This is an optimization exercise on Yosys and OpenROAD, whose aim is small area, not a production implementation. At most, simulation tests tie the RTL to the original design; equivalence was not proved. No activity file was given, so power comes from the tool's default toggle rates.

==> inputs of trial 13 <==
## DIGITAL_CLOCK
module DIGITAL_CLOCK(
	RESETN, CLK,
	KEY,
	LCD_RS, LCD_RW,
	LCD_DATA, PIEZO
);
input RESETN, CLK;
input [4:0] KEY;
output reg LCD_RS, LCD_RW;
output reg [7:0] LCD_DATA;
output wire PIEZO;
wire rst = !RESETN;
localparam OP_MENU = 3'd1, OP_SETV = 3'd2, OP_SETC = 3'd3, OP_CANC = 3'd4,
           OP_INC = 3'd5, OP_DEC = 3'd6, OP_TOG = 3'd7, OP_NOP = 3'd0;
reg [14:0] kcnt;
reg [1:0] ph;           
reg [2:0] op;           
reg [3:0] mode;         
reg meridian, ae;
wire k_menu = (KEY == 5'b10000);
wire k_set = (KEY == 5'b01000);
wire k_cancel = (KEY == 5'b00100);
wire k_up = (KEY == 5'b00010);
wire k_down = (KEY == 5'b00001);
wire kvalid = k_menu | k_set | k_cancel | k_up | k_down;
wire m_view = (mode[2:0] == 3'd0);
wire setc = (op == OP_SETC);
wire setting_ok = setc & ph[1];                  
wire s_or_as = setc & (ph[1] ^ ph[0]);           
wire kterm = (kcnt == 15'd23269);
wire act = kvalid & !setting_ok & kterm;
reg [2:0] eff_op;
always @(*) begin
	eff_op = OP_NOP;
	if (k_menu) eff_op = OP_MENU;
	if (k_set) eff_op = m_view ? OP_SETV : OP_SETC;
	if (k_cancel) eff_op = m_view ? OP_TOG : OP_CANC;
	if (k_up) eff_op = m_view ? OP_NOP : OP_INC;
	if (k_down) eff_op = m_view ? OP_NOP : OP_DEC;
end
always @(posedge CLK) begin
	if (rst) kcnt <= 0;
	else if (!setting_ok && kvalid) kcnt <= kterm ? 15'd0 : {kcnt[13:0], ~(kcnt[14] ^ kcnt[13])};
end
always @(posedge CLK) begin
	if (rst) ph <= 2'd0;
  ...
clock: 10.0 ns
lec_check: 0
abc_area: 1
cap_margin: 20
core_margin: 2
core_utilization: 60
slew_margin: 20
standard.sh (not shown) runs the stock make flow with config.mk's settings and CLKGATE_MAP_FILE= SYNTH_SCRIPT=/design/flow/synth_recipe.tcl, a recipe that flattens the netlist after the stock synthesis.
==> flow/flow/run.sh <==
#!/bin/bash
# Own flow: the standard synthesis, then the combinational cells re-mapped by a stronger
# ABC script (flip-flops untouched), then the standard layout of that netlist.
set -euo pipefail
W=$(pwd)
R=$W/orfs/results/${FLOW_PLATFORM}/DIGITAL_CLOCK/base
YOSYS=$FLOW_HOME/../tools/install/yosys/bin/yosys
[ -x "$YOSYS" ] || YOSYS=yosys

bash standard.sh synth > std_synth.log 2>&1
cp "$R/1_2_yosys.v" "$W/std_synth_netlist.v"

export REOPT_LIB=$FLOW_HOME/platforms/${FLOW_PLATFORM}/lib/sky130_fd_sc_hd__tt_025C_1v80.lib
export REOPT_IN=$W/std_synth_netlist.v
export REOPT_OUT=$W/reopt_netlist.v
export REOPT_ABC=$W/flow/reopt.abc
"$YOSYS" -c "$W/flow/reopt.tcl" > reopt.log 2>&1

# the flip-flops must be exactly the standard synthesis's
grep -oE '^\s*sky130_fd_sc_hd__\w*df\w*\s+\S+' "$REOPT_IN" | sort > ff_std.txt
grep -oE '^\s*sky130_fd_sc_hd__\w*df\w*\s+\S+' "$REOPT_OUT" | sort > ff_reopt.txt
cmp ff_std.txt ff_reopt.txt

cp "$REOPT_OUT" "$R/1_2_yosys.v"
touch "$R/1_2_yosys.v"

# port buffers: the smallest buffer; clock tree: small buffers, no dummy loads
export BUFFER_PORTS_ARGS="-buffer_cell sky130_fd_sc_hd__buf_1"
export CTS_ARGS="-sink_clustering_enable -repair_clock_nets -dont_use_dummy_load -buf_list {sky130_fd_sc_hd__clkbuf_2 sky130_fd_sc_hd__clkbuf_4} -sink_clustering_size 30"
bash standard.sh > std_layout.log 2>&1
Other scripts of this flow, unchanged in this note and not shown: flow/flow/reopt.abc, flow/flow/reopt.tcl
==> inputs of build 70, as changes to trial 13 <==
--- a/flow/design.v
+++ b/flow/design.v
@@ -332,17 +332,20 @@
 			end
 			default: begin state <= S_DELAY; lcnt <= 7'd0; end
 		endcase
 	end
 end
+localparam C_SP = 5'd10, C_COL = 5'd11, C_A = 5'd12, C_P = 5'd13, C_M = 5'd14, C_Y = 5'd15,
+           C_D = 5'd16, C_BELL = 5'd17, C_SET = 5'd18, C_NOTE = 5'd19, C_INIT = 5'd20,
+           C_FSET = 5'd21, C_DISP = 5'd22, C_EMODE = 5'd23, C_L1 = 5'd24, C_L2 = 5'd25;
 wire line2 = (state == S_LINE2);
 wire [4:0] lc = lcnt[4:0];
 reg [6:0] fv;
 reg fblank, ftens, isdig;
-reg [7:0] ch;
+reg [4:0] ch;
 always @(*) begin
-	fv = 7'd0; fblank = 1'b0; ftens = 1'b0; isdig = 1'b1; ch = 8'h20;
+	fv = 7'd0; fblank = 1'b0; ftens = 1'b0; isdig = 1'b1; ch = C_SP;
 	case ({line2, lc})
 		{1'b0, 5'd2}, {1'b0, 5'd3}: begin fv = {2'd0, f_h}; fblank = (f_h[4] & f_h[3]); end
 		{1'b0, 5'd5}, {1'b0, 5'd6}: begin fv = {1'd0, f_m}; fblank = (f_m[5:2] == 4'hf); end
 		{1'b0, 5'd8}, {1'b0, 5'd9}: begin fv = {1'd0, f_s}; fblank = (f_s[5:2] == 4'hf); end
 		{1'b1, 5'd4}, {1'b1, 5'd5}: begin fv = f_y; fblank = (f_y[6:4] == 3'h7); end
@@ -353,23 +356,23 @@
 	case ({line2, lc})
 		{1'b0, 5'd2}, {1'b0, 5'd5}, {1'b0, 5'd8}, {1'b1, 5'd4}, {1'b1, 5'd7}, {1'b1, 5'd10}: ftens = 1'b1;
 		default: ftens = 1'b0;
 	endcase
 	case ({line2, lc})
-		{1'b0, 5'd4}, {1'b0, 5'd7}: ch = 8'h3a;
-		{1'b0, 5'd11}: ch = merp ? (ap ? 8'h50 : 8'h41) : 8'h20;
-		{1'b0, 5'd12}: ch = merp ? 8'h4d : 8'h20;
-		{1'b0, 5'd14}: ch = alarm_d1 ? 8'h98 : 8'h20;
-		{1'b0, 5'd15}: ch = cont_start ? 8'ha9 : 8'h20;
-		{1'b1, 5'd2}: ch = alarm_d1 ? 8'h20 : 8'h32;
-		{1'b1, 5'd3}: ch = alarm_d1 ? 8'h20 : 8'h30;
-		{1'b1, 5'd6}: ch = alarm_d1 ? 8'h20 : 8'h59;
-		{1'b1, 5'd9}: ch = alarm_d1 ? 8'h20 : 8'h4d;
-		{1'b1, 5'd12}: ch = alarm_d1 ? 8'h20 : 8'h44;
-		{1'b1, 5'd14}: ch = doingp ? 8'h91 : 8'h20;
-		{1'b1, 5'd15}: ch = aep ? 8'h98 : 8'h20;
-		default: ch = 8'h20;
+		{1'b0, 5'd4}, {1'b0, 5'd7}: ch = C_COL;
+		{1'b0, 5'd11}: ch = merp ? (ap ? C_P : C_A) : C_SP;
+		{1'b0, 5'd12}: ch = merp ? C_M : C_SP;
+		{1'b0, 5'd14}: ch = alarm_d1 ? C_BELL : C_SP;
+		{1'b0, 5'd15}: ch = cont_start ? C_SET : C_SP;
+		{1'b1, 5'd2}: ch = alarm_d1 ? C_SP : 5'd2;
+		{1'b1, 5'd3}: ch = alarm_d1 ? C_SP : 5'd0;
+		{1'b1, 5'd6}: ch = alarm_d1 ? C_SP : C_Y;
+		{1'b1, 5'd9}: ch = alarm_d1 ? C_SP : C_M;
+		{1'b1, 5'd12}: ch = alarm_d1 ? C_SP : C_D;
+		{1'b1, 5'd14}: ch = doingp ? C_NOTE : C_SP;
+		{1'b1, 5'd15}: ch = aep ? C_BELL : C_SP;
+		default: ch = C_SP;
 	endcase
 end
 function [7:0] bcd7;
 	input [6:0] b;
 	integer i;
@@ -384,34 +387,47 @@
 		bcd7 = r;
 	end
 endfunction
 wire [7:0] fbcd = bcd7(fv);
 wire [3:0] digit = ftens ? fbcd[7:4] : fbcd[3:0];
-wire [7:0] chr = isdig ? (fblank ? 8'h20 : {4'h3, digit}) : ch;
+wire [4:0] chr = isdig ? (fblank ? C_SP : {1'b0, digit}) : ch;
+reg [4:0] lcd;
 always @(posedge CLK) begin
-	if (rst) begin
-		LCD_RS <= 1'b1;
-		LCD_RW <= 1'b1;
-		LCD_DATA <= 8'h00;
-	end else begin
+	if (rst) lcd <= C_INIT;
+	else begin
 		case (state)
-			S_FSET: begin LCD_RS <= 1'b0; LCD_RW <= 1'b0; LCD_DATA <= 8'h3c; end
-			S_DISP: begin LCD_RS <= 1'b0; LCD_RW <= 1'b0; LCD_DATA <= 8'h0c; end
-			S_EMODE: begin LCD_RS <= 1'b0; LCD_RW <= 1'b0; LCD_DATA <= 8'h06; end
+			S_FSET: lcd <= C_FSET;
+			S_DISP: lcd <= C_DISP;
+			S_EMODE: lcd <= C_EMODE;
 			S_LINE1, S_LINE2: begin
-				LCD_RW <= 1'b0;
-				if (lcnt == 7'd0) begin
-					LCD_RS <= 1'b0;
-					LCD_DATA <= line2 ? 8'hc0 : 8'h80;
-				end else if (lcnt <= 7'd16) begin
-					LCD_RS <= 1'b1;
-					LCD_DATA <= chr;
-				end else begin
-					LCD_RS <= 1'b1;
-					LCD_DATA <= 8'h20;
-				end
+				if (lcnt == 7'd0) lcd <= line2 ? C_L2 : C_L1;
+				else if (lcnt <= 7'd16) lcd <= chr;
+				else lcd <= C_SP;
 			end
-			default: begin LCD_RS <= 1'b1; LCD_RW <= 1'b1; LCD_DATA <= 8'h00; end
+			default: lcd <= C_INIT;
 		endcase
 	end
 end
+always @(*) begin
+	LCD_RS = 1'b1;
+	LCD_RW = 1'b0;
+	case (lcd)
+		C_SP: LCD_DATA = 8'h20;
+		C_COL: LCD_DATA = 8'h3a;
+		C_A: LCD_DATA = 8'h41;
+		C_P: LCD_DATA = 8'h50;
+		C_M: LCD_DATA = 8'h4d;
+		C_Y: LCD_DATA = 8'h59;
+		C_D: LCD_DATA = 8'h44;
+		C_BELL: LCD_DATA = 8'h98;
+		C_SET: LCD_DATA = 8'ha9;
+		C_NOTE: LCD_DATA = 8'h91;
+		C_INIT: begin LCD_RW = 1'b1; LCD_DATA = 8'h00; end
+		C_FSET: begin LCD_RS = 1'b0; LCD_DATA = 8'h3c; end
+		C_DISP: begin LCD_RS = 1'b0; LCD_DATA = 8'h0c; end
+		C_EMODE: begin LCD_RS = 1'b0; LCD_DATA = 8'h06; end
+		C_L1: begin LCD_RS = 1'b0; LCD_DATA = 8'h80; end
+		C_L2: begin LCD_RS = 1'b0; LCD_DATA = 8'hc0; end
+		default: LCD_DATA = {4'h3, lcd[3:0]};
+	endcase
+end
 endmodule
==> comparison table <==
metric                                                                  trial 13                   build 70
Run status                                               complete, no violations    complete, no violations
Synthesis-to-layout area growth                                            8.67%                      8.85%
Via count of the first global-routing pass                                 10916                      10855
Power Sequential                                                         1.05 mW                    1.02 mW
Total routing resource utilization after global routing                    0.319                      0.313
Vertical extent of the die                                                145 um                     146 um
Number of clock buffers inserted by TritonCTS                                 67                         68
Overall power consumption                                                1.83 mW                    1.78 mW
Cell repeated most along the worst path                  sky130_fd_sc_hd__nor2_1  sky130_fd_sc_hd__clkinv_1
Worst setup skew after layout                                          0.0647 ns                  0.0735 ns
Uppermost layer routed                                                      met5                       met4
Number of buffers outside the clock class in the layout                       32                         31
Data required, critical path                                            10.52 ns                   10.55 ns
Data arrival at the endpoint of the critical path                        5.75 ns                    6.59 ns
Antenna diode instance count                                                   1                          2
Detailed-route vias per instance                                            6.32                       6.29
Final core area utilization                                                0.667                      0.671
Function not checked in build 70: the RTL went through the layout flow alone.

[separate check: timing with driven ports]
No port has a modelled driver above. Below, the same layouts with a new extraction and two added sets of constraints.
Step 1, drivers: a clkbuf_16 drives CLK and a buf_2 each remaining input, both assumed.
Step 2, shift: input delay + t, output delay - t, t = (earliest + latest rising clock arrival at the registers) / 2. This alone moves slack from input paths to output paths.
a / b / c = ideal ports / drivers / drivers and shift; a / b = the first two.
| run | t, ns | setup slack, ns | cell pins on the clock port's net |
|---|---|---|---|
| trial 13 | 0.688 | 4.775 / 4.775 / 4.775 | 1 |
| build 70 | 0.681 | 3.961 / 3.961 / 3.961 | 1 |
After both steps setup and hold are still met in every run listed.
